Context: an optimization exercise on an open-source flow, tuned for small area, a short achievable clock period and few clock cycles per item. The choices shown serve that exercise and are no tape-out recipe. Where RTL was checked, it was by simulation tests only, not by an equivalence proof against the original. Power and IR drop assume default switching activity.

==> module axis_matmul2x2, before the edit <==
module axis_matmul2x2 #(parameter W = 13) (
    input                       clk             ,
    input                       rst             ,
    input                       s_axis_tvalid   ,
    input     [31 : 0]          s_axis_tdata    ,
    input                       s_axis_tlast    ,
    output                      s_axis_tready   ,
    output                      m_axis_tvalid   ,
    output    [31 : 0]          m_axis_tdata    ,
    output                      m_axis_tlast    ,
    input                       m_axis_tready
);
    wire [3:0] ia0 = s_axis_tdata[3:0];
    wire [3:0] ia1 = s_axis_tdata[11:8];
    wire [3:0] ib0 = s_axis_tdata[19:16];
    wire [3:0] ib1 = s_axis_tdata[27:24];
    reg       hv;
    reg [3:0] h_a0, h_a1, h_b00, h_b01;
    reg       mv, mrow;
    reg [3:0] ma0, ma1;
    reg [3:0] mb00, mb01, mb10, mb11;
    reg       ov;
    reg [W-1:0] oc0, oc1;    
    wire out_free  = !ov || m_axis_tready;
    wire do_comp   = mv && out_free;
    wire comp_last = do_comp && !mrow;
    reg rdy_x, rdy_y;
    assign s_axis_tready = rdy_x || (rdy_y && m_axis_tready);
    wire s_fire = s_axis_tvalid && s_axis_tready;
    wire [W-1:0] dot0, dot1;
    dot4s u_d0(.a0(ma0), .b0(mb00), .a1(ma1), .b1(mb10), .p(dot0));
    dot4s u_d1(.a0(ma0), .b0(mb01), .a1(ma1), .b1(mb11), .p(dot1));
    wire [8:0] c0, c1;
    dotfin u_f0(.p(oc0), .y(c0));
    dotfin u_f1(.p(oc1), .y(c1));
    wire hv_n   = s_fire ? !hv : hv;
    wire mv_n   = (s_fire && hv) ? 1'b1 : comp_last ? 1'b0 : mv;
    wire mrow_n = (s_fire && hv) ? 1'b1 : do_comp ? 1'b0 : mrow;
    wire ov_n   = do_comp ? 1'b1 : m_axis_tready ? 1'b0 : ov;
    always @(posedge clk) begin
        if (rst) begin
            hv <= 1'b0;
            mv <= 1'b0;
            mrow <= 1'b0;
            ov <= 1'b0;
            rdy_x <= 1'b1;
            rdy_y <= 1'b1;
        end else begin
            hv <= hv_n;
            mv <= mv_n;
            mrow <= mrow_n;
            ov <= ov_n;
            rdy_x <= hv_n ? (!mv_n || (!mrow_n && !ov_n)) : (!mv_n || !mrow_n || !ov_n);
            rdy_y <= !hv_n || !mrow_n;
        end
    end
    always @(posedge clk) begin
        if (s_fire)
            h_a0 <= ia0;
        if (s_fire && !hv) begin
            h_a1  <= ia1;
            h_b00 <= ib0;
            h_b01 <= ib1;
        end else if (s_fire && hv) begin
            h_a1  <= h_a0;
        end
        if (s_fire && hv) begin
            ma0  <= h_a1;
            ma1  <= ia1;
            mb00 <= h_b00;
            mb01 <= h_b01;
            mb10 <= ib0;
            mb11 <= ib1;
        end else if (do_comp && mrow) begin
            ma0 <= h_a1;
            ma1 <= h_a0;
        end
        if (do_comp) begin
            oc0 <= dot0;
            oc1 <= dot1;
        end
    end
    assign m_axis_tvalid = ov;
    assign m_axis_tlast  = ov;
    assign m_axis_tdata  = {{7{c1[8]}}, c1, {7{c0[8]}}, c0};
endmodule
==> flow/config.mk <==
export PLATFORM = sky130hd
export DESIGN_NAME = axis_matmul2x2
export DESIGN_NICKNAME = axis_matmul2x2
export VERILOG_FILES = /design/flow/design.v
export SDC_FILE = /design/flow/constraint.sdc
export NUM_CORES = 4
export LEC_CHECK = 0
export CAP_MARGIN = 20
export CORE_MARGIN = 2
export CORE_UTILIZATION = 40
export PLACE_DENSITY = 0.6
export SETUP_SLACK_MARGIN = 4.0
export SLEW_MARGIN = 20
==> flow/constraint.sdc <==
create_clock -name core_clock -period 7.5 [get_ports {clk}]
set_input_delay 1.5000 -clock core_clock [delete_from_list [all_inputs] [get_ports {clk}]]
set_output_delay 1.5000 -clock core_clock [all_outputs]
set_load 0.01 [all_outputs]
standard.sh (not shown) runs the stock make flow with config.mk's settings and CLKGATE_MAP_FILE= SYNTH_SCRIPT=/design/flow/synth_recipe.tcl, a recipe that flattens the netlist after the stock synthesis.
==> flow/flow/run.sh <==
#!/bin/bash
# Standard ORFS layout, with two changes:
#  - synthesis runs Yosys's synth without its internal ABC pass (SYNTH_ARGS=-noabc),
#    so the full-adder extraction sees the RTL's adder structure directly;
#    the final ABC mapping still runs as usual;
#  - every input and output port still gets its own buffer, but a buf_1
#    instead of the slow delay buffer buffer_ports picks by default.
set -euo pipefail
bash standard.sh SYNTH_ARGS=-noabc \
  "BUFFER_PORTS_ARGS=-buffer_cell sky130_fd_sc_hd__buf_1" \
  finish > make_finish.log 2>&1
Testbench counts at the start, summed over its fixed seeds: cycles 792, items 384.
==> next run, changes <==
--- a/flow/design.v
+++ b/flow/design.v
@@ -109,13 +109,13 @@
     wire [3:0] ia0 = s_axis_tdata[3:0];
     wire [3:0] ia1 = s_axis_tdata[11:8];
     wire [3:0] ib0 = s_axis_tdata[19:16];
     wire [3:0] ib1 = s_axis_tdata[27:24];
     reg       hv;
-    reg [3:0] h_a0, h_a1, h_b00, h_b01;
+    reg [3:0] h_a00, h_a10, h_b00, h_b01;
     reg       mv, mrow;
-    reg [3:0] ma0, ma1;
+    reg [3:0] ma0, ma1, p_a01;
     reg [3:0] mb00, mb01, mb10, mb11;
     reg       ov;
     reg [W-1:0] oc0, oc1;    
     wire out_free  = !ov || m_axis_tready;
     wire do_comp   = mv && out_free;
@@ -149,29 +149,27 @@
             rdy_x <= hv_n ? (!mv_n || (!mrow_n && !ov_n)) : (!mv_n || !mrow_n || !ov_n);
             rdy_y <= !hv_n || !mrow_n;
         end
     end
     always @(posedge clk) begin
-        if (s_fire)
-            h_a0 <= ia0;
         if (s_fire && !hv) begin
-            h_a1  <= ia1;
+            h_a00 <= ia0;
+            h_a10 <= ia1;
             h_b00 <= ib0;
             h_b01 <= ib1;
-        end else if (s_fire && hv) begin
-            h_a1  <= h_a0;
         end
         if (s_fire && hv) begin
-            ma0  <= h_a1;
+            ma0  <= h_a10;
             ma1  <= ia1;
+            p_a01 <= ia0;
             mb00 <= h_b00;
             mb01 <= h_b01;
             mb10 <= ib0;
             mb11 <= ib1;
         end else if (do_comp && mrow) begin
-            ma0 <= h_a1;
-            ma1 <= h_a0;
+            ma0 <= h_a00;
+            ma1 <= p_a01;
         end
         if (do_comp) begin
             oc0 <= dot0;
             oc1 <= dot1;
         end
The changed run produced a clean layout.
Synthesized area rises by a few percent.
Non-clock buffer count goes down by 5.
Power decreases by roughly a tenth.
Global-route usage went down by 1.0 points.
Setup slack gains 22 ps.
Clock-buffer cell count stays the same.
Via count goes up by a few percent.
Critical path depth stays the same.
Core utilization came out lower by 1.6 points.
Sequential share of layout area climbs by 2.3 points.
Hold slack degrades by 6.9 ps.
Die area increases by a few percent.
Clock skew barely changes.
Testbench counts after the change, summed over its fixed seeds: cycles 792, items 384.

The RTL this note starts from:
==> flow/design.v <==
module dot4s(input [3:0] a0, input [3:0] b0, input [3:0] a1, input [3:0] b1, output [12:0] p);
    wire pp0_00 = a0[0] & b0[0];
    wire pp0_01 = a0[0] & b0[1];
    wire pp0_02 = a0[0] & b0[2];
    wire pp0_03 = ~a0[0] | ~b0[3];
    wire pp0_10 = a0[1] & b0[0];
    wire pp0_11 = a0[1] & b0[1];
    wire pp0_12 = a0[1] & b0[2];
    wire pp0_13 = ~a0[1] | ~b0[3];
    wire pp0_20 = a0[2] & b0[0];
    wire pp0_21 = a0[2] & b0[1];
    wire pp0_22 = a0[2] & b0[2];
    wire pp0_23 = a0[2] & b0[3];
    wire pp0_23n = ~a0[2] | ~b0[3];
    wire pp0_30 = ~a0[3] | ~b0[0];
    wire pp0_31 = ~a0[3] | ~b0[1];
    wire pp0_32 = ~a0[3] | ~b0[2];
    wire pp0_33 = a0[3] & b0[3];
    wire pp1_00 = a1[0] & b1[0];
    wire pp1_01 = a1[0] & b1[1];
    wire pp1_02 = a1[0] & b1[2];
    wire pp1_03 = ~a1[0] | ~b1[3];
    wire pp1_10 = a1[1] & b1[0];
    wire pp1_11 = a1[1] & b1[1];
    wire pp1_12 = a1[1] & b1[2];
    wire pp1_13 = ~a1[1] | ~b1[3];
    wire pp1_20 = a1[2] & b1[0];
    wire pp1_21 = a1[2] & b1[1];
    wire pp1_22 = a1[2] & b1[2];
    wire pp1_23 = ~a1[2] | ~b1[3];
    wire pp1_30 = ~a1[3] | ~b1[0];
    wire pp1_31 = ~a1[3] | ~b1[1];
    wire pp1_32 = ~a1[3] | ~b1[2];
    wire pp1_33 = a1[3] & b1[3];
    wire s1 = pp0_00 ^ pp1_00;
    wire c2 = pp0_00 & pp1_00;
    wire s3 = pp0_01 ^ pp0_10 ^ pp1_01;
    wire c4 = (pp0_01 & pp0_10) | (pp0_01 & pp1_01) | (pp0_10 & pp1_01);
    wire s5 = pp1_10 ^ c2 ^ s3;
    wire c6 = (pp1_10 & c2) | (pp1_10 & s3) | (c2 & s3);
    wire s7 = pp0_02 ^ pp0_11 ^ pp0_20;
    wire c8 = (pp0_02 & pp0_11) | (pp0_02 & pp0_20) | (pp0_11 & pp0_20);
    wire s9 = pp1_02 ^ pp1_11 ^ pp1_20;
    wire c10 = (pp1_02 & pp1_11) | (pp1_02 & pp1_20) | (pp1_11 & pp1_20);
    wire s11 = c4 ^ s7 ^ s9;
    wire c12 = (c4 & s7) | (c4 & s9) | (s7 & s9);
    wire s13 = c6 ^ s11;
    wire c14 = c6 & s11;
    wire s15 = pp0_03 ^ pp0_12 ^ pp0_21;
    wire c16 = (pp0_03 & pp0_12) | (pp0_03 & pp0_21) | (pp0_12 & pp0_21);
    wire s17 = pp0_30 ^ pp1_03 ^ pp1_12;
    wire c18 = (pp0_30 & pp1_03) | (pp0_30 & pp1_12) | (pp1_03 & pp1_12);
    wire s19 = pp1_21 ^ pp1_30 ^ c10;
    wire c20 = (pp1_21 & pp1_30) | (pp1_21 & c10) | (pp1_30 & c10);
    wire s21 = c8 ^ s15 ^ s17;
    wire c22 = (c8 & s15) | (c8 & s17) | (s15 & s17);
    wire s23 = c12 ^ s19 ^ s21;
    wire c24 = (c12 & s19) | (c12 & s21) | (s19 & s21);
    wire s25 = c14 ^ s23;
    wire c26 = c14 & s23;
    wire s27 = pp0_13 ^ pp0_22 ^ pp0_31;
    wire c28 = (pp0_13 & pp0_22) | (pp0_13 & pp0_31) | (pp0_22 & pp0_31);
    wire s29 = pp1_13 ^ pp1_22 ^ pp1_31;
    wire c30 = (pp1_13 & pp1_22) | (pp1_13 & pp1_31) | (pp1_22 & pp1_31);
    wire s31 = c16 ^ c18 ^ s27;
    wire c32 = (c16 & c18) | (c16 & s27) | (c18 & s27);
    wire s33 = s29 ^ c20 ^ c22;
    wire c34 = (s29 & c20) | (s29 & c22) | (c20 & c22);
    wire s35 = s31 ^ c24 ^ s33;
    wire c36 = (s31 & c24) | (s31 & s33) | (c24 & s33);
    wire s37 = c26 ^ s35;
    wire c38 = c26 & s35;
    wire s39 = pp0_23 ^ pp0_32 ^ pp1_23;
    wire c40 = (pp0_23 & pp0_32) | (pp0_23 & pp1_23) | (pp0_32 & pp1_23);
    wire s41 = pp1_32 ^ c28 ^ c30;
    wire c42 = (pp1_32 & c28) | (pp1_32 & c30) | (c28 & c30);
    wire s43 = s39 ^ c32 ^ s41;
    wire c44 = (s39 & c32) | (s39 & s41) | (c32 & s41);
    wire s45 = c34 ^ s43 ^ c36;
    wire c46 = (c34 & s43) | (c34 & c36) | (s43 & c36);
    wire s47 = c38 ^ s45;
    wire c48 = c38 & s45;
    wire s49 = pp0_23n ^ pp0_33 ^ pp1_33;
    wire c50 = (pp0_23n & pp0_33) | (pp0_23n & pp1_33) | (pp0_33 & pp1_33);
    wire s51 = c40 ^ s49 ^ c42;
    wire c52 = (c40 & s49) | (c40 & c42) | (s49 & c42);
    wire s53 = c44 ^ s51;
    wire c54 = c44 & s51;
    wire s55 = c50 ^ c52;
    wire c56 = c50 & c52;
    assign p = {s53, 1'b0, s55, c48, c56, c54, c46, s47, s37, s25, s13, s5, s1};
endmodule
module dotfin(input [12:0] p, output [8:0] y);
    wire [2:0] hi = p[8:6] + p[11:9] + p[12];
    assign y = {~hi[2], hi[1:0], p[5:0]};
endmodule
module axis_matmul2x2 #(parameter W = 13) (
    input                       clk             ,
    input                       rst             ,
    input                       s_axis_tvalid   ,
    input     [31 : 0]          s_axis_tdata    ,
    input                       s_axis_tlast    ,
    output                      s_axis_tready   ,
    output                      m_axis_tvalid   ,
    output    [31 : 0]          m_axis_tdata    ,
    output                      m_axis_tlast    ,
    input                       m_axis_tready
);
    wire [3:0] ia0 = s_axis_tdata[3:0];
    wire [3:0] ia1 = s_axis_tdata[11:8];
    wire [3:0] ib0 = s_axis_tdata[19:16];
    wire [3:0] ib1 = s_axis_tdata[27:24];
    reg       hv;
    reg [3:0] h_a00, h_a10, h_b00, h_b01;
    reg       mv, mrow;
    reg [3:0] ma0, ma1, p_a01;
    reg [3:0] mb00, mb01, mb10, mb11;
    reg       ov;
    reg [W-1:0] oc0, oc1;    
    wire out_free  = !ov || m_axis_tready;
    wire do_comp   = mv && out_free;
    wire comp_last = do_comp && !mrow;
    reg rdy_x, rdy_y;
    assign s_axis_tready = rdy_x || (rdy_y && m_axis_tready);
    wire s_fire = s_axis_tvalid && s_axis_tready;
    wire [W-1:0] dot0, dot1;
    dot4s u_d0(.a0(ma0), .b0(mb00), .a1(ma1), .b1(mb10), .p(dot0));
    dot4s u_d1(.a0(ma0), .b0(mb01), .a1(ma1), .b1(mb11), .p(dot1));
    wire [8:0] c0, c1;
    dotfin u_f0(.p(oc0), .y(c0));
    dotfin u_f1(.p(oc1), .y(c1));
    wire hv_n   = s_fire ? !hv : hv;
    wire mv_n   = (s_fire && hv) ? 1'b1 : comp_last ? 1'b0 : mv;
    wire mrow_n = (s_fire && hv) ? 1'b1 : do_comp ? 1'b0 : mrow;
    wire ov_n   = do_comp ? 1'b1 : m_axis_tready ? 1'b0 : ov;
    always @(posedge clk) begin
        if (rst) begin
            hv <= 1'b0;
            mv <= 1'b0;
            mrow <= 1'b0;
            ov <= 1'b0;
            rdy_x <= 1'b1;
            rdy_y <= 1'b1;
        end else begin
            hv <= hv_n;
            mv <= mv_n;
            mrow <= mrow_n;
            ov <= ov_n;
            rdy_x <= hv_n ? (!mv_n || (!mrow_n && !ov_n)) : (!mv_n || !mrow_n || !ov_n);
            rdy_y <= !hv_n || !mrow_n;
        end
    end
    always @(posedge clk) begin
        if (s_fire && !hv) begin
            h_a00 <= ia0;
            h_a10 <= ia1;
            h_b00 <= ib0;
            h_b01 <= ib1;
        end
        if (s_fire && hv) begin
            ma0  <= h_a10;
            ma1  <= ia1;
            p_a01 <= ia0;
            mb00 <= h_b00;
            mb01 <= h_b01;
            mb10 <= ib0;
            mb11 <= ib1;
        end else if (do_comp && mrow) begin
            ma0 <= h_a00;
            ma1 <= p_a01;
        end
        if (do_comp) begin
            oc0 <= dot0;
            oc1 <= dot1;
        end
    end
    assign m_axis_tvalid = ov;
    assign m_axis_tlast  = ov;
    assign m_axis_tdata  = {{7{c1[8]}}, c1, {7{c0[8]}}, c0};
endmodule
clock: 7.5 ns
lec_check: 0
cap_margin: 20
core_margin: 2
core_utilization: 40
place_density: 0.6
setup_slack_margin: 4.5
slew_margin: 20
Scripts as last shown in full above: flow/flow/run.sh
Testbench counts at the start, summed over its fixed seeds: cycles 792, items 384.
Edit:
--- a/flow/design.v
+++ b/flow/design.v
@@ -119,36 +119,39 @@
     reg [W-1:0] oc0, oc1;    
     wire out_free  = !ov || m_axis_tready;
     wire do_comp   = mv && out_free;
     wire comp_last = do_comp && !mrow;
-    reg rdy_x, rdy_y;
+    wire rdy_x = hv ? (!mv || (!mrow && !ov)) : (!mv || !mrow || !ov);
+    wire rdy_y = !hv || !mrow;
     assign s_axis_tready = rdy_x || (rdy_y && m_axis_tready);
     wire s_fire = s_axis_tvalid && s_axis_tready;
     wire [W-1:0] dot0, dot1;
     dot4s u_d0(.a0(ma0), .b0(mb00), .a1(ma1), .b1(mb10), .p(dot0));
     dot4s u_d1(.a0(ma0), .b0(mb01), .a1(ma1), .b1(mb11), .p(dot1));
     wire [8:0] c0, c1;
     dotfin u_f0(.p(oc0), .y(c0));
     dotfin u_f1(.p(oc1), .y(c1));
-    wire hv_n   = s_fire ? !hv : hv;
-    wire mv_n   = (s_fire && hv) ? 1'b1 : comp_last ? 1'b0 : mv;
-    wire mrow_n = (s_fire && hv) ? 1'b1 : do_comp ? 1'b0 : mrow;
-    wire ov_n   = do_comp ? 1'b1 : m_axis_tready ? 1'b0 : ov;
     always @(posedge clk) begin
         if (rst) begin
             hv <= 1'b0;
             mv <= 1'b0;
             mrow <= 1'b0;
             ov <= 1'b0;
-            rdy_x <= 1'b1;
-            rdy_y <= 1'b1;
         end else begin
-            hv <= hv_n;
-            mv <= mv_n;
-            mrow <= mrow_n;
-            ov <= ov_n;
-            rdy_x <= hv_n ? (!mv_n || (!mrow_n && !ov_n)) : (!mv_n || !mrow_n || !ov_n);
-            rdy_y <= !hv_n || !mrow_n;
+            if (do_comp)
+                ov <= 1'b1;
+            else if (m_axis_tready)
+                ov <= 1'b0;
+            if (s_fire && hv) begin
+                mv <= 1'b1;
+                mrow <= 1'b1;
+            end else if (do_comp) begin
+                mrow <= 1'b0;
+                if (!mrow)
+                    mv <= 1'b0;
+            end
+            if (s_fire)
+                hv <= !hv;
         end
     end
     always @(posedge clk) begin
         if (s_fire && !hv) begin
The changed run went through all stages and came out clean.
Synthesized cell count shrinks by 1.9%.
Worst setup slack loses 0.12 ns.
Fmax shrinks by 3.4%.
Worst hold slack is about the same.
Critical path depth came out lower by 2.
Cell area stays flat.
Wire length is higher by 2.0%.
Clock-buffer cell count rose by 2.
Utilization came out higher by 1.6 points.
Register-to-register slack is worse by 0.05 ns.
Final cell count decreases by 1.3%.
Clock power climbs by 8.6%.
Flip-flop and latch count decreases by 2.
Global-route usage grows by 0.55 points.
Function not checked in the second run of this note: the RTL went through the layout flow alone.

==> port drivers added, routing unchanged <==
How much do the figures lean on ideal ports? The routed layouts below were timed once more, with nothing changed but the port constraints.
Step 1 (the two cells are an assumption about what drives the block):
set clk [get_ports {clk}]
set_driving_cell -lib_cell sky130_fd_sc_hd__clkbuf_16 $clk
set_driving_cell -lib_cell sky130_fd_sc_hd__buf_2 [delete_from_list [all_inputs] $clk]
Step 2 times the ports against the registers' clock, not the clock port: input delays grow and output delays shrink by t, the midpoint of the rising clock arrivals with the driver on.
a / b / c = no drivers / after step 1 / after step 2; a / b = the first two.
| run | shift t [ns] | slack for setup (ns) | hold WS [ns] | worst setup path at the end | clock arrival spread, ns |
|---|---|---|---|---|---|
| the first run of note 1 | 0.385 | 4.002 / 3.973 / 4.002 | 0.425 / 0.425 / 0.425 | register to register | 0.016 / 0.017 |
| the second run of note 1 | 0.375 | 4.024 / 4.013 / 4.013 | 0.419 / 0.419 / 0.419 | input to output | 0.012 / 0.012 |
| the first run of note 2 | 0.372 | 4.058 / 4.039 / 4.058 | 0.418 / 0.418 / 0.418 | register to register | 0.009 / 0.009 |
| the second run of note 2 | 0.366 | 3.937 / 3.887 / 3.887 | 0.420 / 0.420 / 0.420 | input to output | 0.010 / 0.011 |
After both steps every run listed still meets setup and hold. The setup slack of the second run of note 2, which loses most, moves by -0.050 ns with the drivers and by -0.050 ns with both steps.
